What follows belongs to an exercise in optimizing a design on an open flow for small area and a short achievable clock period; a production flow would make more cautious choices. Function was not checked in any run shown here: the RTL went through the layout flow alone. Power is estimated from default activity; no workload was simulated.

===== config.mk =====
export PLATFORM = sky130hd
export DESIGN_NAME = mac_array
export DESIGN_NICKNAME = mac_array
export VERILOG_FILES = /design/flow/design.v
export SDC_FILE = /design/flow/constraint.sdc
export NUM_CORES = 4
export LEC_CHECK = 0
export CAP_MARGIN = 20
export CORE_MARGIN = 2
export CORE_UTILIZATION = 40
export CTS_BUF_LIST = sky130_fd_sc_hd__clkbuf_4 sky130_fd_sc_hd__clkbuf_8
export SETUP_SLACK_MARGIN = 3.8
export SLEW_MARGIN = 20
export SYNTH_HIERARCHICAL = 1

===== constraint.sdc =====
create_clock -name core_clock -period 8.5 [get_ports {clk}]
set_input_delay 1.7000 -clock core_clock [delete_from_list [all_inputs] [get_ports {clk}]]
set_output_delay 1.7000 -clock core_clock [all_outputs]
set_load 0.01 [all_outputs]

===== design.v =====
module csa_fa (
    input  a,
    input  b,
    input  c,
    output s,
    output co
);
    assign s = a ^ b ^ c;
    assign co = (a & b) | (a & c) | (b & c);
endmodule
module csa_ha (
    input  a,
    input  b,
    output s,
    output co
);
    assign s = a ^ b;
    assign co = a & b;
endmodule
module csa_han (
    input  a,
    input  b,
    output s,
    output co
);
    assign s = ~(a ^ b);
    assign co = a | b;
endmodule
module acc_resolve (
    input  [9:0] lo_l,
    input  [5:0] up_s,
    input  [5:0] up_c,
    input  up_ci,
    output [15:0] acc,
    output co,
    output [15:0] act
);
    wire [5:0] ur_g = up_s & up_c;
    wire [5:0] ur_p = up_s ^ up_c;
    wire ur_g0c = ur_g[0] | (ur_p[0] & up_ci);
    wire ur_g1_1 = ur_g[1] | (ur_p[1] & ur_g0c);
    wire ur_g1_3 = ur_g[3] | (ur_p[3] & ur_g[2]);
    wire ur_p1_3 = ur_p[3] & ur_p[2];
    wire ur_g1_5 = ur_g[5] | (ur_p[5] & ur_g[4]);
    wire ur_p1_5 = ur_p[5] & ur_p[4];
    wire ur_g2_2 = ur_g[2] | (ur_p[2] & ur_g1_1);
    wire ur_g2_3 = ur_g1_3 | (ur_p1_3 & ur_g1_1);
    wire ur_g3_4 = ur_g[4] | (ur_p[4] & ur_g2_3);
    wire ur_g3_5 = ur_g1_5 | (ur_p1_5 & ur_g2_3);
    wire [5:0] ur_s = ur_p ^ {ur_g3_4, ur_g2_3, ur_g2_2, ur_g1_1, ur_g0c, up_ci};
    wire ur_co = ur_g3_5;
    assign acc = {ur_s, lo_l};
    assign co = ur_co;
    wire neg_sat = acc[15] & ~(acc[14] & acc[13]);
    wire pos_sat = ~acc[15] & (acc[14] | (acc[13] & (|acc[12:0])));
    wire [15:0] lin = {~acc[15], acc[15], acc[15], acc[15:3]};
    assign act = pos_sat ? 16'hFFFF : (neg_sat ? 16'h0000 : lin);
endmodule
module mac_unit (
    input  clk,
    input  rst_n,
    input  enable,
    input  clear_acc,
    input  [7:0] input_data,
    input  [7:0] weight,
    output [15:0] mac_out,
    output [15:0] activated_out,
    output valid,
    output overflow
);
    reg [9:0] lo_l;
    reg [5:0] up_s;    
    reg [5:0] up_c;
    reg        up_ci;
    reg [15:0] acc_hi;
    reg        hi_p;
    reg        overflow_reg;
    reg        valid_reg;
    wire [15:0] acc;
    wire ur_co;
    acc_resolve u_res (.lo_l(lo_l), .up_s(up_s), .up_c(up_c), .up_ci(up_ci),
                       .acc(acc), .co(ur_co), .act(activated_out));
    wire hi_inc = hi_p | ur_co;
    wire ovf = overflow_reg | (hi_inc & (&acc_hi));
    wire [15:0] hi_n = (acc_hi + {15'd0, hi_inc}) & {16{~clear_acc}};
    wire [7:0] a_g = input_data & {8{enable}};
    wire [15:0] lo_m = acc & {16{~clear_acc}};
    wire [63:0] ppt;
    wire [15:0] acct = lo_m;
    genvar gi, gj;
    generate
        for (gi = 0; gi < 8; gi = gi + 1) begin : g_pp_i
            for (gj = 0; gj < 8; gj = gj + 1) begin : g_pp_j
                assign ppt[gi*8+gj] = (a_g[gi] & weight[gj]);
            end
        end
    endgenerate
    wire ts1, tc2, ts3, tc4, ts5, tc6, ts7, tc8, ts9, tc10, ts11, tc12, ts13, tc14, ts15, tc16, ts17, tc18, ts19, tc20, ts21, tc22, ts23, tc24, ts25, tc26, ts27, tc28, ts29, tc30, ts31, tc32, ts33, tc34, ts35, tc36, ts37, tc38, ts39, tc40, ts41, tc42, ts43, tc44, ts45, tc46, ts47, tc48, ts49, tc50, ts51, tc52, ts53, tc54, ts55, tc56, ts57, tc58, ts59, tc60, ts61, tc62, ts63, tc64, ts65, tc66, ts67, tc68, ts69, tc70, ts71, tc72, ts73, tc74, ts75, tc76, ts77, tc78, ts79, tc80, ts81, tc82, ts83, tc84, ts85, tc86, ts87, tc88, ts89, tc90, ts91, tc92, ts93, tc94, ts95, tc96, ts97, tc98, ts99, tc100, ts101, tc102, ts103, tc104, ts105, tc106, ts107, tc108, ts109, tc110, ts111, tc112;
    csa_ha u_ts1 (.a(acct[5]), .b(ppt[12]), .s(ts1), .co(tc2));
    csa_fa u_ts3 (.a(acct[6]), .b(ppt[13]), .c(ppt[20]), .s(ts3), .co(tc4));
    csa_ha u_ts5 (.a(ppt[27]), .b(ppt[34]), .s(ts5), .co(tc6));
    csa_fa u_ts7 (.a(acct[7]), .b(ppt[14]), .c(ppt[21]), .s(ts7), .co(tc8));
    csa_fa u_ts9 (.a(ppt[28]), .b(ppt[35]), .c(ppt[42]), .s(ts9), .co(tc10));
    csa_ha u_ts11 (.a(ppt[49]), .b(ppt[56]), .s(ts11), .co(tc12));
    csa_fa u_ts13 (.a(acct[8]), .b(ppt[15]), .c(ppt[22]), .s(ts13), .co(tc14));
    csa_fa u_ts15 (.a(ppt[29]), .b(ppt[36]), .c(ppt[43]), .s(ts15), .co(tc16));
    csa_ha u_ts17 (.a(ppt[50]), .b(ppt[57]), .s(ts17), .co(tc18));
    csa_fa u_ts19 (.a(acct[9]), .b(ppt[23]), .c(ppt[30]), .s(ts19), .co(tc20));
    csa_fa u_ts21 (.a(ppt[37]), .b(ppt[44]), .c(ppt[51]), .s(ts21), .co(tc22));
    csa_fa u_ts23 (.a(acct[10]), .b(ppt[31]), .c(ppt[38]), .s(ts23), .co(tc24));
    csa_ha u_ts25 (.a(acct[3]), .b(ppt[10]), .s(ts25), .co(tc26));
    csa_fa u_ts27 (.a(acct[4]), .b(ppt[11]), .c(ppt[18]), .s(ts27), .co(tc28));
    csa_ha u_ts29 (.a(ppt[25]), .b(ppt[32]), .s(ts29), .co(tc30));
    csa_fa u_ts31 (.a(ppt[19]), .b(ppt[26]), .c(ppt[33]), .s(ts31), .co(tc32));
    csa_fa u_ts33 (.a(ppt[40]), .b(ppt[5]), .c(ts1), .s(ts33), .co(tc34));
    csa_fa u_ts35 (.a(ppt[41]), .b(ppt[48]), .c(ppt[6]), .s(ts35), .co(tc36));
    csa_fa u_ts37 (.a(tc2), .b(ts5), .c(ts3), .s(ts37), .co(tc38));
    csa_fa u_ts39 (.a(ppt[7]), .b(tc6), .c(ts11), .s(ts39), .co(tc40));
    csa_fa u_ts41 (.a(tc4), .b(ts7), .c(ts9), .s(ts41), .co(tc42));
    csa_fa u_ts43 (.a(tc12), .b(ts17), .c(tc10), .s(ts43), .co(tc44));
    csa_fa u_ts45 (.a(tc8), .b(ts13), .c(ts15), .s(ts45), .co(tc46));
    csa_fa u_ts47 (.a(ppt[58]), .b(tc18), .c(tc14), .s(ts47), .co(tc48));
    csa_fa u_ts49 (.a(tc16), .b(ts19), .c(ts21), .s(ts49), .co(tc50));
    csa_fa u_ts51 (.a(ppt[45]), .b(ppt[52]), .c(ppt[59]), .s(ts51), .co(tc52));
    csa_fa u_ts53 (.a(tc20), .b(tc22), .c(ts23), .s(ts53), .co(tc54));
    csa_fa u_ts55 (.a(acct[11]), .b(ppt[39]), .c(ppt[46]), .s(ts55), .co(tc56));
    csa_fa u_ts57 (.a(ppt[53]), .b(ppt[60]), .c(tc24), .s(ts57), .co(tc58));
    csa_fa u_ts59 (.a(acct[12]), .b(ppt[47]), .c(ppt[54]), .s(ts59), .co(tc60));
    csa_ha u_ts61 (.a(acct[2]), .b(ppt[16]), .s(ts61), .co(tc62));
    csa_fa u_ts63 (.a(ppt[17]), .b(ppt[24]), .c(ppt[3]), .s(ts63), .co(tc64));
    csa_fa u_ts65 (.a(ppt[4]), .b(tc26), .c(ts29), .s(ts65), .co(tc66));
    csa_fa u_ts67 (.a(tc30), .b(tc28), .c(ts31), .s(ts67), .co(tc68));
    csa_fa u_ts69 (.a(tc32), .b(ts35), .c(tc34), .s(ts69), .co(tc70));
    csa_fa u_ts71 (.a(tc36), .b(ts39), .c(tc38), .s(ts71), .co(tc72));
    csa_fa u_ts73 (.a(tc40), .b(ts43), .c(tc42), .s(ts73), .co(tc74));
    csa_fa u_ts75 (.a(tc44), .b(ts47), .c(tc46), .s(ts75), .co(tc76));
    csa_fa u_ts77 (.a(ts51), .b(tc48), .c(tc50), .s(ts77), .co(tc78));
    csa_fa u_ts79 (.a(tc52), .b(ts55), .c(ts57), .s(ts79), .co(tc80));
    csa_fa u_ts81 (.a(ppt[61]), .b(tc56), .c(ts59), .s(ts81), .co(tc82));
    csa_fa u_ts83 (.a(acct[13]), .b(ppt[55]), .c(ppt[62]), .s(ts83), .co(tc84));
    csa_ha u_ts85 (.a(acct[1]), .b(ppt[1]), .s(ts85), .co(tc86));
    csa_fa u_ts87 (.a(ppt[2]), .b(ppt[9]), .c(ts61), .s(ts87), .co(tc88));
    csa_fa u_ts89 (.a(tc62), .b(ts25), .c(ts63), .s(ts89), .co(tc90));
    csa_fa u_ts91 (.a(tc64), .b(ts27), .c(ts65), .s(ts91), .co(tc92));
    csa_fa u_ts93 (.a(tc66), .b(ts33), .c(ts67), .s(ts93), .co(tc94));
    csa_fa u_ts95 (.a(tc68), .b(ts37), .c(ts69), .s(ts95), .co(tc96));
    csa_fa u_ts97 (.a(ts41), .b(tc70), .c(ts71), .s(ts97), .co(tc98));
    csa_fa u_ts99 (.a(ts45), .b(tc72), .c(ts73), .s(ts99), .co(tc100));
    csa_fa u_ts101 (.a(ts49), .b(tc74), .c(ts75), .s(ts101), .co(tc102));
    csa_fa u_ts103 (.a(ts53), .b(tc76), .c(ts77), .s(ts103), .co(tc104));
    csa_fa u_ts105 (.a(tc54), .b(tc78), .c(ts79), .s(ts105), .co(tc106));
    csa_fa u_ts107 (.a(tc58), .b(ts81), .c(tc80), .s(ts107), .co(tc108));
    csa_fa u_ts109 (.a(tc60), .b(ts83), .c(tc82), .s(ts109), .co(tc110));
    csa_fa u_ts111 (.a(acct[14]), .b(ppt[63]), .c(tc84), .s(ts111), .co(tc112));
    wire [15:0] row_a = {acct[15], ts111, ts109, tc106, tc104, tc102, tc100, tc98, tc96, tc94, tc92, tc90, tc88, tc86, ppt[8], acct[0]};
    wire [15:0] row_b = {tc112, tc110, tc108, ts107, ts105, ts103, ts101, ts99, ts97, ts95, ts93, ts91, ts89, ts87, ts85, ppt[0]};
    wire [9:0] lr_g = row_a[9:0] & row_b[9:0];
    wire [9:0] lr_p = row_a[9:0] ^ row_b[9:0];
    wire lr_g1_1 = lr_g[1] | (lr_p[1] & lr_g[0]);
    wire lr_g1_3 = lr_g[3] | (lr_p[3] & lr_g[2]);
    wire lr_p1_3 = lr_p[3] & lr_p[2];
    wire lr_g1_5 = lr_g[5] | (lr_p[5] & lr_g[4]);
    wire lr_p1_5 = lr_p[5] & lr_p[4];
    wire lr_g1_7 = lr_g[7] | (lr_p[7] & lr_g[6]);
    wire lr_p1_7 = lr_p[7] & lr_p[6];
    wire lr_g1_9 = lr_g[9] | (lr_p[9] & lr_g[8]);
    wire lr_p1_9 = lr_p[9] & lr_p[8];
    wire lr_g2_2 = lr_g[2] | (lr_p[2] & lr_g1_1);
    wire lr_g2_3 = lr_g1_3 | (lr_p1_3 & lr_g1_1);
    wire lr_g2_6 = lr_g[6] | (lr_p[6] & lr_g1_5);
    wire lr_p2_6 = lr_p[6] & lr_p1_5;
    wire lr_g2_7 = lr_g1_7 | (lr_p1_7 & lr_g1_5);
    wire lr_p2_7 = lr_p1_7 & lr_p1_5;
    wire lr_g3_4 = lr_g[4] | (lr_p[4] & lr_g2_3);
    wire lr_g3_5 = lr_g1_5 | (lr_p1_5 & lr_g2_3);
    wire lr_g3_6 = lr_g2_6 | (lr_p2_6 & lr_g2_3);
    wire lr_g3_7 = lr_g2_7 | (lr_p2_7 & lr_g2_3);
    wire lr_g4_8 = lr_g[8] | (lr_p[8] & lr_g3_7);
    wire lr_g4_9 = lr_g1_9 | (lr_p1_9 & lr_g3_7);
    wire [9:0] lr_s = lr_p ^ {lr_g4_8, lr_g3_7, lr_g3_6, lr_g3_5, lr_g3_4, lr_g2_3, lr_g2_2, lr_g1_1, lr_g[0], 1'b0};
    wire lr_co = lr_g4_9;
    wire c16 = 1'b0;
    always @(posedge clk or negedge rst_n) begin
        if (!rst_n) begin
            lo_l <= 10'd0;
            up_s <= 6'd0;
            up_c <= 6'd0;
            up_ci <= 1'b0;
            acc_hi <= 16'd0;
            hi_p <= 1'b0;
            overflow_reg <= 1'b0;
            valid_reg <= 1'b0;
        end else begin
            lo_l <= lr_s;
            up_s <= row_a[15:10];
            up_c <= row_b[15:10];
            up_ci <= lr_co;
            acc_hi <= hi_n;
            hi_p <= c16;
            overflow_reg <= ~clear_acc & ovf;
            valid_reg <= enable;
        end
    end
    assign overflow = ovf;
    assign valid = valid_reg;
    assign mac_out = acc;
endmodule
module mac_array (
    input  clk,
    input  rst_n,
    input  [3:0] enable,
    input  [3:0] clear_acc,
    input  [31:0] input_data,
    input  [31:0] weight,
    output [63:0] mac_out,
    output [63:0] activated_out,
    output [3:0] valid,
    output [3:0] overflow
);
    genvar i;
    generate
        for (i = 0; i < 4; i = i + 1) begin : mac_channels
            mac_unit mac_inst (
                .clk(clk),
                .rst_n(rst_n),
                .enable(enable[i]),
                .clear_acc(clear_acc[i]),
                .input_data(input_data[8*i+7:8*i]),
                .weight(weight[8*i+7:8*i]),
                .mac_out(mac_out[16*i+15:16*i]),
                .activated_out(activated_out[16*i+15:16*i]),
                .valid(valid[i]),
                .overflow(overflow[i])
            );
        end
    endgenerate
endmodule

===== flow/run.sh =====
#!/bin/bash
# Layout flow: the standard ORFS flow with two changes.
#  1. Synthesis extracts full/half adder cells only inside the carry-save
#     cells (csa_fa, csa_ha); the other adders are left to ABC, so their
#     carry chains are not built from slow full-adder cells.  Registers are
#     untouched, so they match the standard synthesis.
#  2. The port buffers use the smallest buffer cell; timing repair upsizes
#     the ones on critical paths.
set -euo pipefail
HERE=$PWD
sed 's/^\(  extract_fa {\*}\[dont_use_extract_fa_args\]\)$/\1 csa_fa csa_ha/' \
  "$FLOW_HOME/scripts/synth.tcl" > "$HERE/synth_sel.tcl"
grep -q 'dont_use_extract_fa_args\] csa_fa csa_ha' "$HERE/synth_sel.tcl"
sed "s#^source \$::env(SCRIPTS_DIR)/synth.tcl\$#source $HERE/synth_sel.tcl#" \
  "$HERE/synth_recipe.tcl" > "$HERE/synth_recipe_sel.tcl"
grep -q "source $HERE/synth_sel.tcl" "$HERE/synth_recipe_sel.tcl"
export BUFFER_PORTS_ARGS="-buffer_cell sky130_fd_sc_hd__buf_1"
bash standard.sh SYNTH_SCRIPT="$HERE/synth_recipe_sel.tcl" finish > standard.log 2>&1

===== standard.sh =====
#!/bin/bash
# synth_recipe.tcl (not shown) runs the flow's synth.tcl, then flattens the netlist and writes it again
# the make line also repeats each setting of config.mk as NAME=value (left out here)
make -C /OpenROAD-flow-scripts/flow DESIGN_CONFIG=/design/flow/config.mk WORK_HOME=/design/flow/orfs CLKGATE_MAP_FILE= SYNTH_SCRIPT=/design/flow/synth_recipe.tcl "${@:-finish}"

==> results of run 1 <==
## area by class of cell
class	instances	area share [%]
clock buffer	21	1.57
tap	518	3.68
multi-input combinational	1200	62.1
clock inverter	9	1.00
timing repair buffer	262	7.73
sequential	164	23.3
inverter	28	0.597
## per-layer routing
metal	track usage [%]	vias to the layer above	wire length [um]
met5	0	-	0
met4	5.05	0	461
met3	2.63	26	1360
met2	30.4	238	17900
met1	25.8	5814	17000
li1	-	5410	-
## cell usage after synthesis (all sizes together)
master	instances	area (um2)
maj3	32	340
and3	252	1580
a2111oi	8	120
o21a	4	30.0
ha	32	400
nand3	24	120
inv	28	105
buf	56	400
o21ai	36	195
o211ai	8	60.1
nand3b	4	30.0
a41oi	4	65.1
and4	4	35.0
nor2b	68	425
or2	8	50.1
clkbuf	40	150
xnor2	104	911
a31o	4	35.0
a21o	36	270
nor2	104	390
nor3	24	140
o31a	4	35.0
a22o	4	35.0
a31oi	8	50.1
and2	8	50.1
o22ai	4	25.0
nand2	76	285
a21oi	32	175
dfrtp	164	4100
a211oi	4	50.1
nand4	16	100
fa	192	3840
a22oi	4	30.0
xor2	80	701
nor4	12	135
## layout by cell type (no fill, tap or decap), types with 24 or more instances in the layout
| master | n |
|---|---|
| maj3_2 | 24 |
| buf_1 | 197 |
| o21ai_0 | 28 |
| inv_1 | 28 |
| nor2_1 | 101 |
| nand2_1 | 76 |
| dfrtp_1 | 164 |
| ha_1 | 28 |
| nor2b_1 | 68 |
| a21o_1 | 36 |
| fa_1 | 188 |
| and3_1 | 248 |
| buf_4 | 40 |
| xor2_1 | 79 |
| a21oi_1 | 28 |
| xnor2_1 | 97 |
| nand3_1 | 24 |
## modules after synthesis (local to each module, per instance), excerpt
module,times used,flip-flops and latches,cell area [um2],cells
mac_unit,4,41,2280,237
csa_fa,192,0,20.0,1
csa_ha,32,0,12.5,1
acc_resolve,4,0,523,79
## worst register-to-register path: cells and delay by family (launching register included)
| family | cells | cell delay (ns) |
|---|---|---|
| compound gates | 4 | 0.51 |
| fa+ha+maj | 6 | 2.21 |
| flops | 1 | 0.45 |
| simple gates | 1 | 0.25 |
## path summary, 6_finish.rpt
check / startpoint / to / slack, ns / depth (start not counted)
min in group asynchronous: rst_n / mac_channels[1].mac_inst.lo_l[4] / 1.22 / 1
worst max-delay path: weight[12] / mac_channels[1].mac_inst.up_ci / 3.82 / 12
worst min-delay path: mac_channels[0].mac_inst.acc_hi[13] / mac_channels[0].mac_inst.acc_hi[13] / 0.54 / 2
worst min register to register: mac_channels[0].mac_inst.acc_hi[13] / mac_channels[0].mac_inst.acc_hi[13] / 0.54 / 2
max in group asynchronous: rst_n / mac_channels[2].mac_inst.acc_hi[0] / 6.14 / 2
worst max register to register: mac_channels[2].mac_inst.lo_l[5] / mac_channels[2].mac_inst.up_ci / 4.96 / 11
## through the flow
stage,power (mW),util (%),setup WS [ns],instances
global placement,4.31,43.0,3.23,2129
floorplan,3.58,-,3.62,1488
CTS,5.12,45.0,3.52,2183
finish,5.12,45.9,3.82,2202
detailed placement,4.36,43.0,3.19,2129
global route,5.60,45.9,3.70,2202
## kinds of logic (layout without fill, tap and decap cells)
kind of cell	count (synthesis)	after routing	share of synthesized area, %
compound gates	160	160	7.60
xor+xnor	184	184	10.4
fa+ha+maj	256	256	29.6
buf+inv	124	320	4.24
flops	164	164	26.5
simple gates	600	600	21.6
## report_power, final
part | switching [mW] | internal (mW)
clock | 0.296 | 0.368
combinational | 1.94 | 1.36
sequential | 0.193 | 0.964
## repair_timing
item / in CTS / in global routing
buffers inserted: 24 / 15
resized for setup: 23 / 41
pin swaps: 22 / 13
cloned: 0 / 4
endpoints found under the setup margin: 49 / 43
==> flow_metrics.py, run 1 <==
metrics = {
    "cells_and_area": {
        "syn2layout_area_growth_pct": 13.8,
        "top_regs": "mac_channels.mac_inst.acc_hi: 64 flops, mac_channels.mac_inst.lo_l: 40 flops",
        "regArea_mm2": 0.00410,
        "layout-drive-gt1-share_pct": 11.4,
        "n_antenna_cell": 0,
        "multiInputGateArea_mm2": 0.0109,
        "top_register": "mac_channels.mac_inst.acc_hi",
        "final_nets": 1971,
        "nFillCells": 3745,
        "final_area_mm2": 0.0176,
        "largest_register_ffs": 64,
    },
    "global_route": {
        "antenna_found_initial": 0,
        "grt_pass1_vias": 11530,
        "grt_pass1_wl_um": 60300,
        "grt_use_total_pct": 18.5,
        "grt_max_degree": 76,
        "grt.overflow.total": 0,
    },
    "clocking": {
        "clock_latency_ns": 0.50,
        "cts_root_buf": "clkbuf_8",
        "hold_buffers": 0,
        "cts.clk_slew.worst_paths_ns": 0.09,
        "cts_buffers": 17,
        "cts_max_level": 4,
        "clockBufferDepth": 2,
        "cts_sinks": 164,
        "tritoncts": "yes",
    },
    "synthesis": {
        "postSynthAreaPerCell_um2": 10.4,
        "synth-seq-area-share_pct": 26.5,
        "synth_cells": 1488,
        "yosysUniqueCellTypes": 41,
        "ys_ff_latch": 164,
        "synth_warnings": 7,
        "syn_nets": 1786,
        "syn_area_mm2": 0.0155,
    },
    "routing": {
        "drtIter0Drc": 718,
        "ant_nets": 0,
        "num_vias": 11488,
        "viasPerCell": 5.22,
        "wire_per_inst_um": 16.7,
        "wl_um": 36700,
        "drcViolationCount": 0,
        "first_pass_iters": 5,
    },
    "run_status": {
        "outcome": "timing/DRC/antenna clean",
    },
    "sta": {
        "fmax_mhz": 214,
        "min_period_ns": 4.68,
        "period_share_pct": 55.0,
        "relSlewSlack_pct": 52.2,
        "worstMarginPinSlew_ns": 0.717,
        "drv_slew": 0,
        "rsz0062_at_grt": "yes",
        "finalSetupTns_ns": 0,
        "skew_ns": 0.0260,
        "fin_hold_ws_ns": 0.544,
        "setup_viol": 0,
        "finalHoldViolations": 0,
    },
    "worst_setup_path": {
        "cp_cell_sequence": "buf_1, and3_4, ha_4, fa_2, fa_1, fa_1, o22ai_1, o21ai_1, maj3_2, a21oi_2, o21ai_2, maj3_2",
        "crit_type": "input port to register",
        "start_kind": "input port",
        "worstPathRequired_ns": 8.88,
        "crit_family": "adder cells",
        "cp.arrival_ns": 5.05,
        "critPathMaxStageDelay_ns": 0.55,
        "cp-end-kind": "register",
        "worst-path-buf-inv": 1,
        "path_max_fanout": 8,
        "crit_slowest_cell": "fa_1",
    },
    "die": {
        "die_w_um": 201,
        "initial_core_util_pct": 40.3,
        "num_io_pins": 210,
        "fp-row-count": 72,
        "die_y_um": 201,
        "dieArea_mm2": 0.0403,
        "core_area_mm2": 0.0384,
    },
    "placed_design": {
        "hpwl_um": 27300,
        "port_buffers": 209,
        "gp_congestion": 0.831,
        "placed_area_mm2": 0.0165,
    },
    "min_path": {
        "hp-class": "register to register",
    },
    "power_and_ir_drop": {
        "p_leak_nw": 8.53,
        "p_per_area_mw_per_mm2": 291,
        "vdd_drop_max_mv": 0.233,
    },
    "run": {
        "cap_violations": 0,
    },
}
==> run 2: changes to the inputs <==
--- a/design.v
+++ b/design.v
@@ -28,31 +28,13 @@
 endmodule
-module acc_resolve (
-    input  [9:0] lo_l,
-    input  [5:0] up_s,
-    input  [5:0] up_c,
-    input  up_ci,
-    output [15:0] acc,
-    output co,
-    output [15:0] act
-);
-    wire [5:0] ur_g = up_s & up_c;
-    wire [5:0] ur_p = up_s ^ up_c;
-    wire ur_g0c = ur_g[0] | (ur_p[0] & up_ci);
-    wire ur_g1_1 = ur_g[1] | (ur_p[1] & ur_g0c);
-    wire ur_g1_3 = ur_g[3] | (ur_p[3] & ur_g[2]);
-    wire ur_p1_3 = ur_p[3] & ur_p[2];
-    wire ur_g1_5 = ur_g[5] | (ur_p[5] & ur_g[4]);
-    wire ur_p1_5 = ur_p[5] & ur_p[4];
-    wire ur_g2_2 = ur_g[2] | (ur_p[2] & ur_g1_1);
-    wire ur_g2_3 = ur_g1_3 | (ur_p1_3 & ur_g1_1);
-    wire ur_g3_4 = ur_g[4] | (ur_p[4] & ur_g2_3);
-    wire ur_g3_5 = ur_g1_5 | (ur_p1_5 & ur_g2_3);
-    wire [5:0] ur_s = ur_p ^ {ur_g3_4, ur_g2_3, ur_g2_2, ur_g1_1, ur_g0c, up_ci};
-    wire ur_co = ur_g3_5;
-    assign acc = {ur_s, lo_l};
-    assign co = ur_co;
-    wire neg_sat = acc[15] & ~(acc[14] & acc[13]);
-    wire pos_sat = ~acc[15] & (acc[14] | (acc[13] & (|acc[12:0])));
-    wire [15:0] lin = {~acc[15], acc[15], acc[15], acc[15:3]};
-    assign act = pos_sat ? 16'hFFFF : (neg_sat ? 16'h0000 : lin);
+module sigmoid_activation #(
+    parameter WIDTH = 16,
+    parameter FRAC_BITS = 11
+)(
+    input  [15:0] x,
+    output [15:0] y
+);
+    wire neg_sat = x[15] & ~(x[14] & x[13]);
+    wire pos_sat = ~x[15] & (x[14] | (x[13] & (|x[12:0])));
+    wire [15:0] lin = {~x[15], x[15], x[15], x[15:3]};
+    assign y = pos_sat ? 16'hFFFF : (neg_sat ? 16'h0000 : lin);
 endmodule
@@ -70,5 +52,5 @@
 );
-    reg [9:0] lo_l;
-    reg [5:0] up_s;    
-    reg [5:0] up_c;
+    reg [11:0] lo_l;
+    reg [3:0] up_s;    
+    reg [3:0] up_c;
     reg        up_ci;
@@ -78,6 +60,13 @@
     reg        valid_reg;
-    wire [15:0] acc;
-    wire ur_co;
-    acc_resolve u_res (.lo_l(lo_l), .up_s(up_s), .up_c(up_c), .up_ci(up_ci),
-                       .acc(acc), .co(ur_co), .act(activated_out));
+    wire [3:0] ur_g = up_s & up_c;
+    wire [3:0] ur_p = up_s ^ up_c;
+    wire ur_g0c = ur_g[0] | (ur_p[0] & up_ci);
+    wire ur_g1_1 = ur_g[1] | (ur_p[1] & ur_g0c);
+    wire ur_g1_3 = ur_g[3] | (ur_p[3] & ur_g[2]);
+    wire ur_p1_3 = ur_p[3] & ur_p[2];
+    wire ur_g2_2 = ur_g[2] | (ur_p[2] & ur_g1_1);
+    wire ur_g2_3 = ur_g1_3 | (ur_p1_3 & ur_g1_1);
+    wire [3:0] ur_s = ur_p ^ {ur_g2_2, ur_g1_1, ur_g0c, up_ci};
+    wire ur_co = ur_g2_3;
+    wire [15:0] acc = {ur_s, lo_l};
     wire hi_inc = hi_p | ur_co;
@@ -156,4 +145,4 @@
     wire [15:0] row_b = {tc112, tc110, tc108, ts107, ts105, ts103, ts101, ts99, ts97, ts95, ts93, ts91, ts89, ts87, ts85, ppt[0]};
-    wire [9:0] lr_g = row_a[9:0] & row_b[9:0];
-    wire [9:0] lr_p = row_a[9:0] ^ row_b[9:0];
+    wire [11:0] lr_g = row_a[11:0] & row_b[11:0];
+    wire [11:0] lr_p = row_a[11:0] ^ row_b[11:0];
     wire lr_g1_1 = lr_g[1] | (lr_p[1] & lr_g[0]);
@@ -167,2 +156,4 @@
     wire lr_p1_9 = lr_p[9] & lr_p[8];
+    wire lr_g1_11 = lr_g[11] | (lr_p[11] & lr_g[10]);
+    wire lr_p1_11 = lr_p[11] & lr_p[10];
     wire lr_g2_2 = lr_g[2] | (lr_p[2] & lr_g1_1);
@@ -173,2 +164,6 @@
     wire lr_p2_7 = lr_p1_7 & lr_p1_5;
+    wire lr_g2_10 = lr_g[10] | (lr_p[10] & lr_g1_9);
+    wire lr_p2_10 = lr_p[10] & lr_p1_9;
+    wire lr_g2_11 = lr_g1_11 | (lr_p1_11 & lr_g1_9);
+    wire lr_p2_11 = lr_p1_11 & lr_p1_9;
     wire lr_g3_4 = lr_g[4] | (lr_p[4] & lr_g2_3);
@@ -179,4 +174,6 @@
     wire lr_g4_9 = lr_g1_9 | (lr_p1_9 & lr_g3_7);
-    wire [9:0] lr_s = lr_p ^ {lr_g4_8, lr_g3_7, lr_g3_6, lr_g3_5, lr_g3_4, lr_g2_3, lr_g2_2, lr_g1_1, lr_g[0], 1'b0};
-    wire lr_co = lr_g4_9;
+    wire lr_g4_10 = lr_g2_10 | (lr_p2_10 & lr_g3_7);
+    wire lr_g4_11 = lr_g2_11 | (lr_p2_11 & lr_g3_7);
+    wire [11:0] lr_s = lr_p ^ {lr_g4_10, lr_g4_9, lr_g4_8, lr_g3_7, lr_g3_6, lr_g3_5, lr_g3_4, lr_g2_3, lr_g2_2, lr_g1_1, lr_g[0], 1'b0};
+    wire lr_co = lr_g4_11;
     wire c16 = 1'b0;
@@ -184,5 +181,5 @@
         if (!rst_n) begin
-            lo_l <= 10'd0;
-            up_s <= 6'd0;
-            up_c <= 6'd0;
+            lo_l <= 12'd0;
+            up_s <= 4'd0;
+            up_c <= 4'd0;
             up_ci <= 1'b0;
@@ -194,4 +191,4 @@
             lo_l <= lr_s;
-            up_s <= row_a[15:10];
-            up_c <= row_b[15:10];
+            up_s <= row_a[15:12];
+            up_c <= row_b[15:12];
             up_ci <= lr_co;
@@ -206,2 +203,6 @@
     assign mac_out = acc;
+    sigmoid_activation activation (
+        .x(acc),
+        .y(activated_out)
+    );
 endmodule
--- a/config.mk
+++ b/config.mk
@@ -11,3 +11,3 @@
 export CTS_BUF_LIST = sky130_fd_sc_hd__clkbuf_4 sky130_fd_sc_hd__clkbuf_8
-export SETUP_SLACK_MARGIN = 3.8
+export SETUP_SLACK_MARGIN = 4.0
 export SLEW_MARGIN = 20
==> run 2 against run 1 <==
Non-clock buffer count rose by 24. Still clean. Total power increased by 8.1%. Critical path type unchanged. Utilization is 4.2 points higher. Largest power group unchanged.
==> flow_metrics.py, run 2 <==
metrics = {
    "min_path": {
        "hp-class": "register to register",
    },
    "power_and_ir_drop": {
        "p_per_area_mw_per_mm2": 286,
        "vdd_drop_max_mv": 0.279,
        "p_leak_nw": 8.86,
    },
    "synthesis": {
        "synth_most_common_cell": "and3_1",
        "yosysUniqueCellTypes": 49,
        "syn_nets": 1822,
        "ys_ff_latch": 156,
        "synth.largest_area_cell": "dfrtp_1",
        "synth_top_area_share_pct": 25.1,
        "synth_edf_count": 0,
        "syn_area_mm2": 0.0156,
        "synth_cells": 1524,
        "synth-seq-area-share_pct": 25.1,
        "synth_warnings": 7,
        "ys_dominant_reg_cell": "dfrtp_1",
        "async_flop_share_pct": 100,
        "postSynthAreaPerCell_um2": 10.2,
        "synth.area.top_cells": "dfrtp_1 (25%), fa_1 (25%), and3_1 (10%), xnor2_1 (5.9%), xor2_1 (3.4%)",
        "synth_commonest_cells": "and3_1 (256), fa_1 (192), dfrtp_1 (156)",
    },
    "worst_setup_path": {
        "cp.arrival_ns": 4.97,
        "crit_type": "input port to register",
        "r2r_setup_slack_ns": 4.83,
        "start_kind": "input port",
        "worstPathRequired_ns": 8.90,
        "cp-end-kind": "register",
        "path_max_fanout": 8,
    },
    "cells_and_area": {
        "n_antenna_cell": 0,
        "top_register": "mac_channels.mac_inst.acc_hi",
        "layout-drive-gt1-share_pct": 24.0,
        "top_regs": "mac_channels.mac_inst.acc_hi: 64 flops, mac_channels.mac_inst.lo_l: 48 flops",
        "nFillCells": 3549,
        "final_common_cell": "and3_1",
        "final_cell_mix": "and3_1 (234), dfrtp_1 (156), fa_1 (151)",
        "syn2layout_area_growth_pct": 24.1,
        "final_nets": 2046,
        "largest_register_ffs": 64,
        "final_cell_count_no_fill": 2279,
    },
    "die": {
        "num_io_pins": 210,
        "initial_core_util_pct": 40.4,
        "core_area_mm2": 0.0386,
        "fp-row-count": 72,
        "die_w_um": 201,
        "dieArea_mm2": 0.0405,
        "die_y_um": 201,
    },
    "sta": {
        "period_share_pct": 53.8,
        "worstMarginPinSlew_ns": 0.931,
        "setup_viol": 0,
        "relSlewSlack_pct": 37.9,
        "finalHoldViolations": 0,
        "finalSetupTns_ns": 0,
        "drv_slew": 0,
        "rsz0062_at_grt": "yes",
        "fmax_mhz": 219,
        "skew_ns": 0.0131,
        "min_period_ns": 4.57,
    },
    "routing": {
        "num_vias": 12914,
        "viasPerCell": 5.67,
        "wl_um": 42600,
        "drtIter0Drc": 849,
        "ant_nets": 0,
        "wire_per_inst_um": 18.7,
        "drcViolationCount": 0,
        "first_pass_iters": 5,
    },
    "clocking": {
        "cts_max_level": 4,
        "cts_sinks": 156,
        "tritoncts": "yes",
        "clock_latency_ns": 0.51,
        "clockBufferDepth": 2,
        "cts.clk_slew.worst_paths_ns": 0.10,
        "cts_buffers": 17,
        "cts_root_buf": "clkbuf_8",
    },
    "global_route": {
        "grt_pass1_wl_um": 67800,
        "grt_pass1_vias": 12811,
        "grt.overflow.total": 0,
        "grt_use_total_pct": 20.8,
        "grt_max_degree": 72,
        "antenna_found_initial": 0,
    },
    "placed_design": {
        "gp_congestion": 0.856,
        "placed_cells": 2176,
        "port_buffers": 209,
        "hpwl_um": 29100,
    },
    "run_status": {
        "outcome": "timing/DRC/antenna clean",
    },
    "run": {
        "cap_violations": 0,
    },
}
[run 2: changes by cell type after synthesis, sizes merged, moves of 20 or more]
cell | before | now
a21o | 36 | 4
buf | 56 | 32
nand3 | 24 | 56
nor2 | 104 | 80
o2bb2ai | 0 | 48
o31ai | 0 | 24
xor2 | 80 | 60
[run 2: kinds of logic after synthesis]
| group | share of synthesized area, % |
|---|---|
| buf+inv | 2.80 |
| compound gates | 11.7 |
| fa+ha+maj | 28.6 |
| simple gates | 22.6 |
| xor+xnor | 9.23 |
| flops | 25.1 |
[run 2: cell type report]
cell class / instances / area (um2) / share of cell area [%]
sequential: 156 / 3900 / 20.2
inverter: 12 / 50.0 / 0.259
clock inverter: 15 / 184 / 0.952
clock buffer: 17 / 234 / 1.21
timing repair buffer: 286 / 1970 / 10.2
tap: 518 / 648 / 3.36
multi-input combinational: 1275 / 12300 / 63.8
[run 2: stage by stage]
step | utilization, % | hold WS (ns) | power, mW | setup slack [ns] | area, um2
2_1_floorplan | - | 0.497 | 3.43 | 3.56 | 16200
3_3_place_gp | 44.3 | 0.516 | 4.16 | 2.81 | 17100
3_5_place_dp | 44.3 | 0.518 | 4.21 | 2.75 | 17100
4_1_cts | 47.7 | 0.547 | 5.22 | 3.96 | 18400
5_1_grt | 50.1 | 0.567 | 5.94 | 3.91 | 19300
6_report | 50.1 | 0.539 | 5.53 | 3.93 | 19300
[run 2: modules after synthesis (local to each module, per instance), a selection]
module	cell area [um2]	copies in the design	cells
csa_fa	20.0	192	1
sigmoid_activation	180	4	26
mac_unit	2650	4	299
csa_ha	12.5	32	1
[run 2: layer usage]
metal,GRT usage [%],vias up,wire length [um]
met4,6.14,0,949
met3,3.68,70,1890
met5,0,-,0
met2,33.7,305,20600
met1,28.7,6614,19200
li1,-,5925,-
[run 2: path summary, 6_finish.rpt]
| path | from | to | cells past startpoint |
|---|---|---|---|
| setup reg to reg | mac_channels[2].mac_inst.lo_l[6] | mac_channels[2].mac_inst.lo_l[9] | 11 |
| setup / recovery | enable[3] | mac_channels[3].mac_inst.lo_l[9] | 14 |
| min in group asynchronous | rst_n | mac_channels[1].mac_inst.lo_l[6] | 1 |
| hold / removal | mac_channels[0].mac_inst.acc_hi[8] | mac_channels[0].mac_inst.acc_hi[8] | 2 |
| max in group asynchronous | rst_n | mac_channels[2].mac_inst.up_s[0] | 2 |
| hold reg to reg | mac_channels[0].mac_inst.acc_hi[8] | mac_channels[0].mac_inst.acc_hi[8] | 2 |
[run 2: critical path: stages]
cell      delay (ns)
buf_12          0.12
buf_12          0.13
buf_8           0.13
and3_4          0.17
ha_4            0.23
fa_2            0.34
fa_1            0.51
fa_2            0.51
a221oi_2        0.32
o2bb2a_4        0.16
o41ai_4         0.06
buf_6           0.15
maj3_2          0.30
xnor2_1         0.12
[run 2: power by group]
| group | switching, mW | internal (mW) | total [mW] |
|---|---|---|---|
| Clock | 0.340 | 0.271 | 0.611 |
| Sequential | 0.206 | 0.903 | 1.11 |
| Combinational | 2.08 | 1.73 | 3.81 |
| Total | 2.63 | 2.91 | 5.53 |
[run 2: what timing repair did]
| item | in CTS | in global routing |
|---|---|---|
| hold buffers | 0 | 0 |
| endpoints found under the setup margin | 86 | 76 |
| gates resized for setup | 181 | 161 |
| buffers inserted | 24 | 28 |
| pin swaps | 26 | 65 |
| cloned | 11 | 8 |
==> run 3: changes to the inputs <==
--- a/design.v
+++ b/design.v
@@ -60,2 +60,3 @@
     reg        valid_reg;
+    reg        alive;
     wire [3:0] ur_g = up_s & up_c;
@@ -73,3 +74,3 @@
     wire ovf = overflow_reg | (hi_inc & (&acc_hi));
-    wire [15:0] hi_n = (acc_hi + {15'd0, hi_inc}) & {16{~clear_acc}};
+    wire [15:0] hi_n = (acc_hi + {15'd0, hi_inc}) & {16{~clear_acc & alive}};
     wire [7:0] a_g = input_data & {8{enable}};
@@ -185,3 +186,3 @@
             up_ci <= 1'b0;
-            acc_hi <= 16'd0;
+            alive <= 1'b0;
             hi_p <= 1'b0;
@@ -194,3 +195,3 @@
             up_ci <= lr_co;
-            acc_hi <= hi_n;
+            alive <= 1'b1;
             hi_p <= c16;
@@ -199,2 +200,5 @@
         end
+    end
+    always @(posedge clk) begin
+        acc_hi <= hi_n;
     end
==> run 3 against run 2 <==
Via count grew 2.6%. Count of clock-buffer cells in the layout grew 6. First-iteration DRC count shrank 0.35%. Synthesized cell count grew 6.3%. Wire length grew 1.0%. Clock power grew 1%. Critical path type unchanged. Combinational power shrank 3%.
==> flow_metrics.py, run 3 <==
metrics = {
    "power_and_ir_drop": {
        "internal_power_mw": 2.89,
        "p_comb_share_pct": 67.5,
        "p_per_area_mw_per_mm2": 285,
        "clockPowerShare_pct": 11.4,
        "power_mw": 5.46,
        "p_leak_nw": 8.17,
        "vdd_drop_max_mv": 0.246,
        "swShare_pct": 47.0,
        "p_sw_mw": 2.57,
        "p_seq_share_pct": 21.1,
    },
    "synthesis": {
        "yosysUniqueCellTypes": 55,
        "ys_dominant_reg_cell": "dfrtp_1",
        "postSynthAreaPerCell_um2": 9.75,
        "async_flop_share_pct": 60.0,
        "ys_ff_latch": 160,
        "synth.largest_area_cell": "fa_1",
        "synth.area.top_cells": "fa_1 (24%), dfrtp_1 (15%), and3_1 (9.8%), xnor2_1 (8.4%), dfxtp_1 (8.1%)",
        "synth_most_common_cell": "and3_1",
        "synth_cells": 1620,
        "syn_nets": 1918,
        "synth_commonest_cells": "and3_1 (248), fa_1 (192), xnor2_1 (152)",
        "synth_top_area_share_pct": 24.3,
        "syn_area_mm2": 0.0158,
        "synth_edf_count": 0,
        "synth_warnings": 7,
        "synth-seq-area-share_pct": 23.3,
    },
    "cells_and_area": {
        "regArea_mm2": 0.00368,
        "final_nets": 2148,
        "n_antenna_cell": 0,
        "syn2layout_area_growth_pct": 21.1,
        "top_regs": "mac_channels.mac_inst.acc_hi: 64 flops, mac_channels.mac_inst.lo_l: 48 flops",
        "multiInputGateArea_mm2": 0.0121,
        "final_cell_mix": "and3_1 (233), fa_1 (176), buf_1 (144)",
        "final_common_cell": "and3_1",
        "largest_register_ffs": 64,
        "layout-drive-gt1-share_pct": 17.9,
        "top_register": "mac_channels.mac_inst.acc_hi",
        "nFillCells": 3593,
    },
    "sta": {
        "drv_slew": 0,
        "setup_viol": 0,
        "rsz0062_at_grt": "yes",
        "fmax_mhz": 215,
        "min_period_ns": 4.65,
        "worstMarginPinSlew_ns": 0.858,
        "relSlewSlack_pct": 42.8,
        "layout_setup_ws_ns": 3.85,
        "period_share_pct": 54.7,
        "finalSetupTns_ns": 0,
        "finalHoldViolations": 0,
        "skew_ns": 0.0168,
    },
    "clocking": {
        "hold_buffers": 0,
        "clockBufferDepth": 2,
        "clock_latency_ns": 0.48,
        "cts_buffers": 17,
        "cts.clk_slew.worst_paths_ns": 0.08,
        "cts_sinks": 160,
        "tritoncts": "yes",
        "cts_max_level": 4,
        "cts_root_buf": "clkbuf_8",
    },
    "global_route": {
        "antenna_found_initial": 0,
        "grt_use_total_pct": 20.9,
        "grt_pass1_wl_um": 69000,
        "grt_pass1_vias": 12913,
        "grt_max_degree": 61,
        "grt.overflow.total": 0,
    },
    "routing": {
        "wl_um": 43000,
        "drtIter0Drc": 846,
        "ant_nets": 0,
        "first_pass_iters": 5,
        "drcViolationCount": 0,
        "num_vias": 13249,
        "viasPerCell": 5.56,
        "wire_per_inst_um": 18.1,
    },
    "die": {
        "num_io_pins": 210,
        "fp-row-count": 72,
        "die_y_um": 203,
        "core_area_mm2": 0.0388,
        "dieArea_mm2": 0.0411,
        "die_w_um": 203,
        "initial_core_util_pct": 40.7,
    },
    "worst_setup_path": {
        "cp.arrival_ns": 5.04,
        "crit_slowest_cell": "fa_2",
        "cp_cell_sequence": "clkbuf_16, and3_4, fa_1, fa_2, fa_1, fa_2, buf_12, xor2_4, nand4b_1, buf_4, o21ai_4, maj3_2, xnor2_1",
        "critPathMaxStageDelay_ns": 0.61,
        "worstPathRequired_ns": 8.89,
        "cp-end-kind": "register",
        "path_max_fanout": 6,
        "start_kind": "input port",
        "crit_type": "input port to register",
    },
    "placed_design": {
        "gp_congestion": 0.830,
        "dp_slack_ns": 2.62,
        "hpwl_um": 30200,
        "port_buffers": 209,
    },
    "run_status": {
        "outcome": "timing/DRC/antenna clean",
    },
    "run": {
        "cap_violations": 0,
    },
    "min_path": {
        "hp-class": "register to register",
    },
}
run 3: cell types whose count changed after synthesis, moves of 20 or more:
cell      change
inv_1        +40
a211oi_1     +44
dfxtp_1      +64
nand3_1      -24
xnor2_1      +48
dfrtp_1      -60
o31ai_1      -20
nor2_1       +28
xor2_1       -36
run 3: timing repair:
action,CTS,global route
pin swaps,42,29
cloned,13,3
buffers inserted,40,31
gates resized for setup,147,92
endpoints found under the setup margin,40,84
run 3: path summary, 6_finish.rpt:
check                                                          from                                  end  slack (ns)  cells after the start
min in group asynchronous                                     rst_n     mac_channels[3].mac_inst.lo_l[0]        1.21                      1
worst min-delay path            mac_channels[2].mac_inst.acc_hi[14]  mac_channels[2].mac_inst.acc_hi[15]        0.53                      2
worst min register to register  mac_channels[2].mac_inst.acc_hi[14]  mac_channels[2].mac_inst.acc_hi[15]        0.53                      2
max in group asynchronous                                     rst_n   mac_channels[1].mac_inst.valid_reg        5.95                      2
worst max-delay path                                      enable[1]     mac_channels[1].mac_inst.lo_l[9]        3.85                     13
worst max register to register     mac_channels[3].mac_inst.lo_l[6]    mac_channels[3].mac_inst.lo_l[11]        4.70                     11
run 3: kinds of logic (layout without fill, tap and decap cells):
family | count (synthesis) | after routing | share of synthesized area [%]
simple gates | 628 | 628 | 22.3
compound gates | 276 | 276 | 13.4
fa+ha+maj | 228 | 228 | 27.1
xor+xnor | 176 | 176 | 9.76
flops | 160 | 160 | 23.3
buf+inv | 148 | 391 | 3.99
other cells | 4 | 4 | 0.0950
run 3: layout make-up:
| class | count | share of cell area, % |
|---|---|---|
| Clock buffer | 23 | 1.56 |
| Clock inverter | 9 | 0.680 |
| Inverter | 56 | 1.10 |
| Multi-Input combinational cell | 1312 | 63.4 |
| Sequential cell | 160 | 19.2 |
| Tap cell | 518 | 3.39 |
| Timing Repair Buffer | 303 | 10.6 |
run 3: stage by stage:
| step | std cells | util [%] | area (um2) | hold WS, ns |
|---|---|---|---|---|
| 3_5_place_dp | 2262 | 44.0 | 17100 | 0.506 |
| 5_1_grt | 2381 | 49.3 | 19100 | 0.553 |
| 4_1_cts | 2347 | 47.6 | 18500 | 0.524 |
| 2_1_floorplan | 1620 | - | 16200 | 0.484 |
| 6_report | 2381 | 49.3 | 19100 | 0.525 |
| 3_3_place_gp | 2262 | 44.0 | 17100 | 0.496 |
run 3: power by group through the flow:
stage / Sequential, mW / Combinational, mW / Clock, mW
2_1_floorplan: 1.11 / 2.38 / 0
3_3_place_gp: 1.16 / 3.11 / 0
3_5_place_dp: 1.16 / 3.16 / 0
4_1_cts: 1.15 / 3.41 / 0.640
5_1_grt: 1.17 / 4.06 / 0.669
6_report: 1.15 / 3.69 / 0.620
run 3: metal layers:
layer  track usage (%)  share of wire, %
met1              28.9                45
met2              34.6                49
met3              3.11               5.2
met4              4.90               1.3
met5                 0                 0
run 3: modules after synthesis, one instance, submodules excluded, a selection:
| module | cells inside | cell area [um2] |
|---|---|---|
| sigmoid_activation | 26 | 180 |
| mac_unit | 323 | 2710 |
| csa_ha | 1 | 12.5 |
| csa_fa | 1 | 20.0 |
run 3: worst max-delay path, delay by kind of cell:
family / cells / cell delay [ns]
adders and majority gates: 5 / 2.10
buffers and inverters: 3 / 0.45
and+or+nand+nor: 2 / 0.34
xor gates and xnor gates: 2 / 0.25
AOI/OAI and AO/OA: 1 / 0.19
==> run 4: changes to the inputs <==
--- a/design.v
+++ b/design.v
@@ -52,5 +52,5 @@
 );
-    reg [11:0] lo_l;
-    reg [3:0] up_s;    
-    reg [3:0] up_c;
+    reg [10:0] lo_l;
+    reg [4:0] up_s;    
+    reg [4:0] up_c;
     reg        up_ci;
@@ -60,5 +60,4 @@
     reg        valid_reg;
-    reg        alive;
-    wire [3:0] ur_g = up_s & up_c;
-    wire [3:0] ur_p = up_s ^ up_c;
+    wire [4:0] ur_g = up_s & up_c;
+    wire [4:0] ur_p = up_s ^ up_c;
     wire ur_g0c = ur_g[0] | (ur_p[0] & up_ci);
@@ -69,4 +68,5 @@
     wire ur_g2_3 = ur_g1_3 | (ur_p1_3 & ur_g1_1);
-    wire [3:0] ur_s = ur_p ^ {ur_g2_2, ur_g1_1, ur_g0c, up_ci};
-    wire ur_co = ur_g2_3;
+    wire ur_g3_4 = ur_g[4] | (ur_p[4] & ur_g2_3);
+    wire [4:0] ur_s = ur_p ^ {ur_g2_3, ur_g2_2, ur_g1_1, ur_g0c, up_ci};
+    wire ur_co = ur_g3_4;
     wire [15:0] acc = {ur_s, lo_l};
@@ -74,3 +74,3 @@
     wire ovf = overflow_reg | (hi_inc & (&acc_hi));
-    wire [15:0] hi_n = (acc_hi + {15'd0, hi_inc}) & {16{~clear_acc & alive}};
+    wire [15:0] hi_n = (acc_hi + {15'd0, hi_inc}) & {16{~clear_acc}};
     wire [7:0] a_g = input_data & {8{enable}};
@@ -146,4 +146,4 @@
     wire [15:0] row_b = {tc112, tc110, tc108, ts107, ts105, ts103, ts101, ts99, ts97, ts95, ts93, ts91, ts89, ts87, ts85, ppt[0]};
-    wire [11:0] lr_g = row_a[11:0] & row_b[11:0];
-    wire [11:0] lr_p = row_a[11:0] ^ row_b[11:0];
+    wire [10:0] lr_g = row_a[10:0] & row_b[10:0];
+    wire [10:0] lr_p = row_a[10:0] ^ row_b[10:0];
     wire lr_g1_1 = lr_g[1] | (lr_p[1] & lr_g[0]);
@@ -157,4 +157,2 @@
     wire lr_p1_9 = lr_p[9] & lr_p[8];
-    wire lr_g1_11 = lr_g[11] | (lr_p[11] & lr_g[10]);
-    wire lr_p1_11 = lr_p[11] & lr_p[10];
     wire lr_g2_2 = lr_g[2] | (lr_p[2] & lr_g1_1);
@@ -167,4 +165,2 @@
     wire lr_p2_10 = lr_p[10] & lr_p1_9;
-    wire lr_g2_11 = lr_g1_11 | (lr_p1_11 & lr_g1_9);
-    wire lr_p2_11 = lr_p1_11 & lr_p1_9;
     wire lr_g3_4 = lr_g[4] | (lr_p[4] & lr_g2_3);
@@ -176,5 +172,4 @@
     wire lr_g4_10 = lr_g2_10 | (lr_p2_10 & lr_g3_7);
-    wire lr_g4_11 = lr_g2_11 | (lr_p2_11 & lr_g3_7);
-    wire [11:0] lr_s = lr_p ^ {lr_g4_10, lr_g4_9, lr_g4_8, lr_g3_7, lr_g3_6, lr_g3_5, lr_g3_4, lr_g2_3, lr_g2_2, lr_g1_1, lr_g[0], 1'b0};
-    wire lr_co = lr_g4_11;
+    wire [10:0] lr_s = lr_p ^ {lr_g4_9, lr_g4_8, lr_g3_7, lr_g3_6, lr_g3_5, lr_g3_4, lr_g2_3, lr_g2_2, lr_g1_1, lr_g[0], 1'b0};
+    wire lr_co = lr_g4_10;
     wire c16 = 1'b0;
@@ -182,7 +177,7 @@
         if (!rst_n) begin
-            lo_l <= 12'd0;
-            up_s <= 4'd0;
-            up_c <= 4'd0;
+            lo_l <= 11'd0;
+            up_s <= 5'd0;
+            up_c <= 5'd0;
             up_ci <= 1'b0;
-            alive <= 1'b0;
+            acc_hi <= 16'd0;
             hi_p <= 1'b0;
@@ -192,6 +187,6 @@
             lo_l <= lr_s;
-            up_s <= row_a[15:12];
-            up_c <= row_b[15:12];
+            up_s <= row_a[15:11];
+            up_c <= row_b[15:11];
             up_ci <= lr_co;
-            alive <= 1'b1;
+            acc_hi <= hi_n;
             hi_p <= c16;
@@ -200,5 +195,2 @@
         end
-    end
-    always @(posedge clk) begin
-        acc_hi <= hi_n;
     end
==> run 4 against run 3 <==
Synthesized area shrank 4.1%. Total power increased by 3.0%. Synthesized cell count shrank 12%. Global-route usage about the same. Fmax increased by 0.22%. Clock skew up 0.0019 ns. Sequential share of layout area increased by 1.6 points. Design area up 0.18%. Clock power is 3.7% lower. Largest cell class unchanged. Highest routed layer unchanged.
==> flow_metrics.py, run 4 <==
metrics = {
    "run_status": {
        "outcome": "timing/DRC/antenna clean",
    },
    "synthesis": {
        "synth-seq-area-share_pct": 26.4,
        "syn_nets": 1726,
        "syn_area_mm2": 0.0152,
        "synth_most_common_cell": "and3_1",
        "synth_top_area_share_pct": 26.4,
        "synth.largest_area_cell": "dfrtp_1",
        "ys_dominant_reg_cell": "dfrtp_1",
        "synth_cells": 1428,
        "synth_edf_count": 0,
        "async_flop_share_pct": 100,
        "synth_warnings": 7,
        "postSynthAreaPerCell_um2": 10.6,
        "synth_commonest_cells": "and3_1 (268), fa_1 (192), dfrtp_1 (160)",
        "ys_ff_latch": 160,
        "synth.area.top_cells": "dfrtp_1 (26%), fa_1 (25%), and3_1 (11%), xnor2_1 (7.4%), xor2_1 (3.2%)",
        "yosysUniqueCellTypes": 43,
    },
    "routing": {
        "routed.top_layer": "met4",
        "routedLengthMet1_um": 18800,
        "viasPerCell": 5.44,
        "num_vias": 12058,
        "wl_met3_um": 1850,
        "drtIter0Drc": 684,
        "wire_per_inst_um": 18.3,
        "drcViolationCount": 0,
        "ant_nets": 0,
        "wl_um": 40600,
        "wl_met2_um": 19400,
        "first_pass_iters": 5,
    },
    "clocking": {
        "cts.clk_slew.worst_paths_ns": 0.09,
        "cts_max_level": 4,
        "cts_buffers": 17,
        "cts_sinks": 160,
        "cts_root_buf": "clkbuf_8",
        "tritoncts": "yes",
        "clock_latency_ns": 0.48,
        "clockBufferDepth": 2,
    },
    "cells_and_area": {
        "top_regs": "mac_channels.mac_inst.acc_hi: 64 flops, mac_channels.mac_inst.lo_l: 44 flops",
        "final_common_cell": "and3_1",
        "final_cell_mix": "and3_1 (246), fa_1 (164), dfrtp_1 (160)",
        "nFillCells": 3387,
        "syn2layout_area_growth_pct": 26.5,
        "n_antenna_cell": 0,
        "layout-drive-gt1-share_pct": 26.2,
        "largest_register_ffs": 64,
        "final_nets": 1989,
        "top_register": "mac_channels.mac_inst.acc_hi",
        "final_area_mm2": 0.0192,
    },
    "power_and_ir_drop": {
        "p_per_area_mw_per_mm2": 293,
        "p_sw_mw": 2.59,
        "swShare_pct": 46.0,
        "clockPowerShare_pct": 10.6,
        "vdd_drop_max_mv": 0.184,
        "p_comb_share_pct": 68.5,
        "p_seq_share_pct": 20.8,
        "power_mw": 5.62,
        "internal_power_mw": 3.03,
        "p_leak_nw": 8.95,
    },
    "placed_design": {
        "placed_area_mm2": 0.0165,
        "port_buffers": 209,
        "gp_congestion": 0.884,
        "hpwl_um": 27700,
        "dp_slack_ns": 2.78,
    },
    "worst_setup_path": {
        "crit_type": "register to output pin",
        "cp-end-kind": "output pin",
        "worstPathRequired_ns": 6.80,
        "start_kind": "register",
        "path_max_fanout": 7,
        "reg2reg_depth": 10,
        "cp.arrival_ns": 2.94,
    },
    "global_route": {
        "grt_pass1_wl_um": 64900,
        "grt_max_degree": 67,
        "grt.overflow.total": 0,
        "grt_use_total_pct": 20.9,
        "grt_pass1_vias": 12099,
        "antenna_found_initial": 0,
    },
    "sta": {
        "setup_viol": 0,
        "finalSetupTns_ns": 0,
        "relSlewSlack_pct": 31.2,
        "drv_slew": 0,
        "fin_hold_ws_ns": 0.548,
        "min_period_ns": 4.64,
        "rsz0062_at_grt": "yes",
        "skew_ns": 0.0187,
        "fmax_mhz": 216,
        "layout_setup_ws_ns": 3.86,
        "finalHoldViolations": 0,
        "period_share_pct": 54.5,
        "worstMarginPinSlew_ns": 1.03,
    },
    "die": {
        "core_area_mm2": 0.0375,
        "dieArea_mm2": 0.0395,
        "die_y_um": 199,
        "fp-row-count": 71,
        "initial_core_util_pct": 40.4,
        "num_io_pins": 210,
        "die_w_um": 199,
    },
    "run": {
        "cap_violations": 0,
    },
    "min_path": {
        "whs_path_depth": 2,
        "hp-class": "register to register",
    },
}
==> run 4: changes by cell type after synthesis, moves of 32 or more <==
cell / before / now
a211oi_1: 44 / 4
a21oi_1: 44 / 12
dfxtp_1: 64 / 0
xor2_1: 24 / 56
dfrtp_1: 96 / 160
inv_1: 52 / 8
==> run 4: worst paths after layout <==
check | startpoint | end | slack, ns
setup / recovery | mac_channels[3].mac_inst.up_ci | activated_out[52] | 3.86
hold / removal | mac_channels[2].mac_inst.acc_hi[7] | mac_channels[2].mac_inst.acc_hi[7] | 0.55
setup reg to reg | mac_channels[2].mac_inst.lo_l[6] | mac_channels[2].mac_inst.up_ci | 4.81
hold reg to reg | mac_channels[2].mac_inst.acc_hi[7] | mac_channels[2].mac_inst.acc_hi[7] | 0.55
max in group asynchronous | rst_n | mac_channels[3].mac_inst.acc_hi[2] | 5.84
min in group asynchronous | rst_n | mac_channels[1].mac_inst.lo_l[1] | 1.26
==> run 4: kinds of logic (layout without fill, tap and decap cells) <==
| logic type | Yosys count | count (layout) | synth area share [%] |
|---|---|---|---|
| simple gates | 604 | 607 | 22.9 |
| fa+ha+maj | 256 | 256 | 30.3 |
| xor+xnor | 184 | 184 | 10.6 |
| flops | 160 | 160 | 26.4 |
| compound gates | 152 | 155 | 7.63 |
| buf+inv | 72 | 342 | 2.21 |
==> run 4: final cells by class <==
cell class / instances / area, um2 / area share [%]
multi-input cells: 1202 / 12000 / 62.4
flip-flops and latches: 160 / 4000 / 20.9
repair buffers: 302 / 2120 / 11.1
well taps: 511 / 639 / 3.33
clock buffers: 17 / 234 / 1.22
clock inverters: 15 / 174 / 0.907
inverters: 8 / 30.0 / 0.157
==> run 4: critical path, cell delays in order, from the launching register on <==
cell       delay, ns
dfrtp_1         0.43
maj3_2          0.39
a311oi_4        0.38
nor2_2          0.10
maj3_2          0.37
xnor2_4         0.18
inv_2           0.13
o21ai_4         0.12
o2bb2ai_4       0.18
buf_2           0.16
==> run 4: stage by stage <==
| step | util, % | cells |
|---|---|---|
| 2_1_floorplan | - | 1428 |
| 3_3_place_gp | 44.0 | 2094 |
| 3_5_place_dp | 44.0 | 2095 |
| 4_1_cts | 49.4 | 2188 |
| 5_1_grt | 51.2 | 2215 |
| 6_report | 51.2 | 2215 |
==> run 4: routing by layer <==
layer	GRT usage, %	up-vias
met5	0	-
met4	5.58	0
met3	3.07	34
met2	33.8	310
met1	29.4	6161
li1	-	5553
==> run 4: power groups by stage <==
| stage | combinational (mW) | clock, mW | sequential, mW |
|---|---|---|---|
| after floorplan | 2.15 | 0 | 1.11 |
| after global placement | 2.86 | 0 | 1.15 |
| after detailed placement | 2.92 | 0 | 1.16 |
| after CTS | 3.56 | 0.618 | 1.16 |
| after global routing | 4.20 | 0.654 | 1.19 |
| final | 3.85 | 0.597 | 1.17 |
==> run 4: repair_timing <==
item                       4_1_cts  5_1_grt
setup buffers                   47       23
pin swaps                       78       48
setup endpoints to repair       83       78
cloned                          14        4
gates resized for setup        277      118
hold buffers                     0        0
==> run 4: per-module statistics from Yosys, one instance, submodules excluded, a selection <==
| module | copies in the design | cells inside | area (um2) |
|---|---|---|---|
| csa_fa | 192 | 1 | 20.0 |
| csa_ha | 32 | 1 | 12.5 |
| sigmoid_activation | 4 | 26 | 180 |
| mac_unit | 4 | 275 | 2550 |
==> run 5: changes to the inputs <==
--- a/design.v
+++ b/design.v
@@ -73,4 +73,7 @@
     wire hi_inc = hi_p | ur_co;
-    wire ovf = overflow_reg | (hi_inc & (&acc_hi));
-    wire [15:0] hi_n = (acc_hi + {15'd0, hi_inc}) & {16{~clear_acc}};
+    wire hi_fb = acc_hi[15] ^ acc_hi[11] ^ acc_hi[2] ^ acc_hi[0] ^ ~(|acc_hi[14:0]);
+    wire [15:0] hi_step = {acc_hi[14:0], hi_fb};
+    wire hi_full = (acc_hi == 16'h8000);
+    wire [15:0] hi_n = (hi_inc ? hi_step : acc_hi) & {16{~clear_acc}};
+    wire ovf = overflow_reg | (hi_inc & hi_full);
     wire [7:0] a_g = input_data & {8{enable}};
--- a/config.mk
+++ b/config.mk
@@ -11,3 +11,3 @@
 export CTS_BUF_LIST = sky130_fd_sc_hd__clkbuf_4 sky130_fd_sc_hd__clkbuf_8
-export SETUP_SLACK_MARGIN = 4.0
+export SETUP_SLACK_MARGIN = 3.8
 export SLEW_MARGIN = 20
==> run 5 against run 4 <==
Clock skew shrank 0.0081 ns. Non-clock buffer count fell by 43. Setup slack got worse by 0.060 ns. Global-route usage shrank 0.87 points. Combinational power down 13%. First-iteration DRC count is 25% lower. Clock power is 4.2% lower. Synthesized cell count rose by 0.84%. Fmax shrank 1.3%. Via count is essentially flat. Wire length down 2.7%. Critical path type is now input port to register.
==> flow_metrics.py, run 5 <==
metrics = {
    "synthesis": {
        "syn_area_mm2": 0.0152,
        "synth.area.top_cells": "dfrtp_1 (26%), fa_1 (25%), and3_1 (10%), xnor2_1 (6.7%), or3b_1 (3.5%)",
        "synth_edf_count": 0,
        "syn_nets": 1738,
        "synth-seq-area-share_pct": 26.3,
        "synth_top_area_share_pct": 26.3,
        "synth.largest_area_cell": "dfrtp_1",
        "async_flop_share_pct": 100,
        "synth_commonest_cells": "and3_1 (252), fa_1 (192), dfrtp_1 (160)",
        "ys_dominant_reg_cell": "dfrtp_1",
        "synth_warnings": 7,
    },
    "cells_and_area": {
        "layout-drive-gt1-share_pct": 16.8,
        "nFillCells": 3555,
        "largest_register_ffs": 64,
        "final_cell_count_no_fill": 2158,
        "final_area_mm2": 0.0180,
        "top_register": "mac_channels.mac_inst.acc_hi",
        "top_regs": "mac_channels.mac_inst.acc_hi: 64 flops, mac_channels.mac_inst.lo_l: 44 flops",
        "syn2layout_area_growth_pct": 18.3,
        "final_nets": 1934,
        "final_cell_mix": "and3_1 (244), fa_1 (176), dfrtp_1 (160)",
    },
    "run": {
        "cap_violations": 0,
    },
    "worst_setup_path": {
        "worstPathRequired_ns": 8.91,
        "start_kind": "input port",
        "regToRegStartpoint": "mac_channels[1].mac_inst.lo_l[6]",
        "worst-path-buf-inv": 2,
        "timing.rr.end": "mac_channels[1].mac_inst.up_ci",
        "critPathMaxStageDelay_ns": 0.65,
        "crit_family": "adder cells",
        "cp.depth": 12,
        "reg2reg_depth": 10,
        "cp.arrival_ns": 5.11,
        "crit_path_end": "mac_channels[1].mac_inst.up_ci",
        "cp-end-kind": "register",
        "r2r_setup_slack_ns": 4.79,
    },
    "die": {
        "die_y_um": 199,
        "dieArea_mm2": 0.0397,
        "fp-row-count": 71,
        "die_w_um": 199,
        "core_area_mm2": 0.0376,
    },
    "routing": {
        "ant_nets": 0,
        "drcViolationCount": 0,
        "wire_per_inst_um": 18.3,
        "wl_um": 39600,
        "num_vias": 12069,
        "first_pass_iters": 5,
        "viasPerCell": 5.59,
    },
    "global_route": {
        "grt_max_degree": 67,
        "antenna_found_initial": 0,
        "grt_pass1_vias": 11816,
        "grt.overflow.total": 0,
    },
    "min_path": {
        "hp-class": "register to register",
    },
    "placed_design": {
        "placed_area_mm2": 0.0164,
        "hpwl_um": 27800,
        "gp_congestion": 0.862,
        "placed_cells": 2082,
    },
    "clocking": {
        "clockBufferDepth": 2,
        "cts_max_level": 4,
        "cts_root_buf": "clkbuf_8",
        "tritoncts": "yes",
        "hold_buffers": 0,
    },
    "sta": {
        "skew_ns": 0.0106,
        "setup_viol": 0,
        "period_share_pct": 55.2,
        "relSlewSlack_pct": 40.5,
        "finalHoldViolations": 0,
        "drv_slew": 0,
    },
    "power_and_ir_drop": {
        "p_leak_nw": 8.40,
        "vdd_drop_max_mv": 0.185,
        "power_mw": 5.07,
    },
    "run_status": {
        "outcome": "timing/DRC/antenna clean",
    },
}
==> run 5: cell types whose count changed in the layout (fill, tap and decap cells not counted), moves of 28 or more <==
cell	before	now
a21oi_1	11	72
buf_1	92	128
buf_2	74	23
buf_4	60	31
clkbuf_2	21	49
nand3_1	36	8
nor2_1	80	24
o21ai_0	17	56
or3b_1	0	60
xor2_1	56	12
==> run 5: cell type report <==
type / count / area, um2 / area share (%)
multi-input cells: 1182 / 11300 / 62.7
flip-flops and latches: 160 / 4000 / 22.2
repair buffers: 259 / 1640 / 9.08
well taps: 511 / 639 / 3.55
clock buffers: 18 / 248 / 1.38
clock inverters: 12 / 135 / 0.750
inverters: 16 / 60.1 / 0.333
==> run 5: worst min path at each step <==
stage | from | end | depth (start not counted)
final | mac_channels[0].mac_inst.overflow_reg | mac_channels[0].mac_inst.overflow_reg | 2
after floorplan | mac_channels[0].mac_inst.overflow_reg | mac_channels[0].mac_inst.overflow_reg | 2
after CTS | mac_channels[0].mac_inst.overflow_reg | mac_channels[0].mac_inst.overflow_reg | 2
after global routing | mac_channels[2].mac_inst.overflow_reg | mac_channels[2].mac_inst.overflow_reg | 2
after global placement | mac_channels[3].mac_inst.overflow_reg | mac_channels[3].mac_inst.overflow_reg | 2
after detailed placement | mac_channels[0].mac_inst.overflow_reg | mac_channels[0].mac_inst.overflow_reg | 2
==> run 5: routing by layer <==
metal	routed length (um)	GRT usage (%)
met3	1630	2.73
met2	19700	33.2
met1	17600	27.7
met4	618	5.00
met5	0	0
==> run 5: modules after synthesis, one instance, submodules excluded, a selection <==
module,times used,cells inside
mac_unit,4,278
sigmoid_activation,4,26
csa_fa,192,1
csa_ha,32,1
==> run 5: worst reg2reg max path: stages, from the launching register on <==
cell     delay [ns]
dfrtp_1        0.46
nor2b_2        0.20
fa_1           0.49
fa_2           0.35
fa_1           0.48
fa_2           0.65
xnor2_2        0.09
nor4_1         0.24
o21ai_1        0.19
a31oi_2        0.30
maj3_2         0.22
==> run 5: power by group <==
| group | total [mW] | switching, mW | internal (mW) |
|---|---|---|---|
| Clock | 0.572 | 0.304 | 0.268 |
| Sequential | 1.16 | 0.227 | 0.932 |
| Combinational | 3.34 | 1.83 | 1.51 |
==> run 5: timing repair <==
| action | 4_1_cts | 5_1_grt |
|---|---|---|
| cloned | 7 | 10 |
| hold endpoints to repair | 0 | 0 |
| endpoints found under the setup margin | 75 | 72 |
| resized for setup | 87 | 127 |
| pin swaps | 19 | 51 |
| setup buffers | 9 | 20 |
==> run 5: through the flow <==
step | hold WS, ns | setup slack [ns]
6_report | 0.516 | 3.80
5_1_grt | 0.552 | 3.75
4_1_cts | 0.521 | 3.80
3_5_place_dp | 0.505 | 2.72
3_3_place_gp | 0.494 | 2.81
2_1_floorplan | 0.481 | 3.58
==> run 5: cell families after synthesis <==
family / Yosys count / share of synthesized area [%]
compound gates: 272 / 11.5
xor+xnor: 128 / 7.36
fa+ha+maj: 252 / 29.8
buf+inv: 104 / 3.38
flops: 160 / 26.3
mux: 4 / 0.296
simple gates: 520 / 21.4

Re-timed with assumed drivers on the ports (clkbuf_16 on the clock, buf_2 on other inputs), run 5 has 3.817 ns of setup slack against 3.805 ns with ideal ports, and 3.311 ns once port delays also move by the mid clock arrival of 0.506 ns.
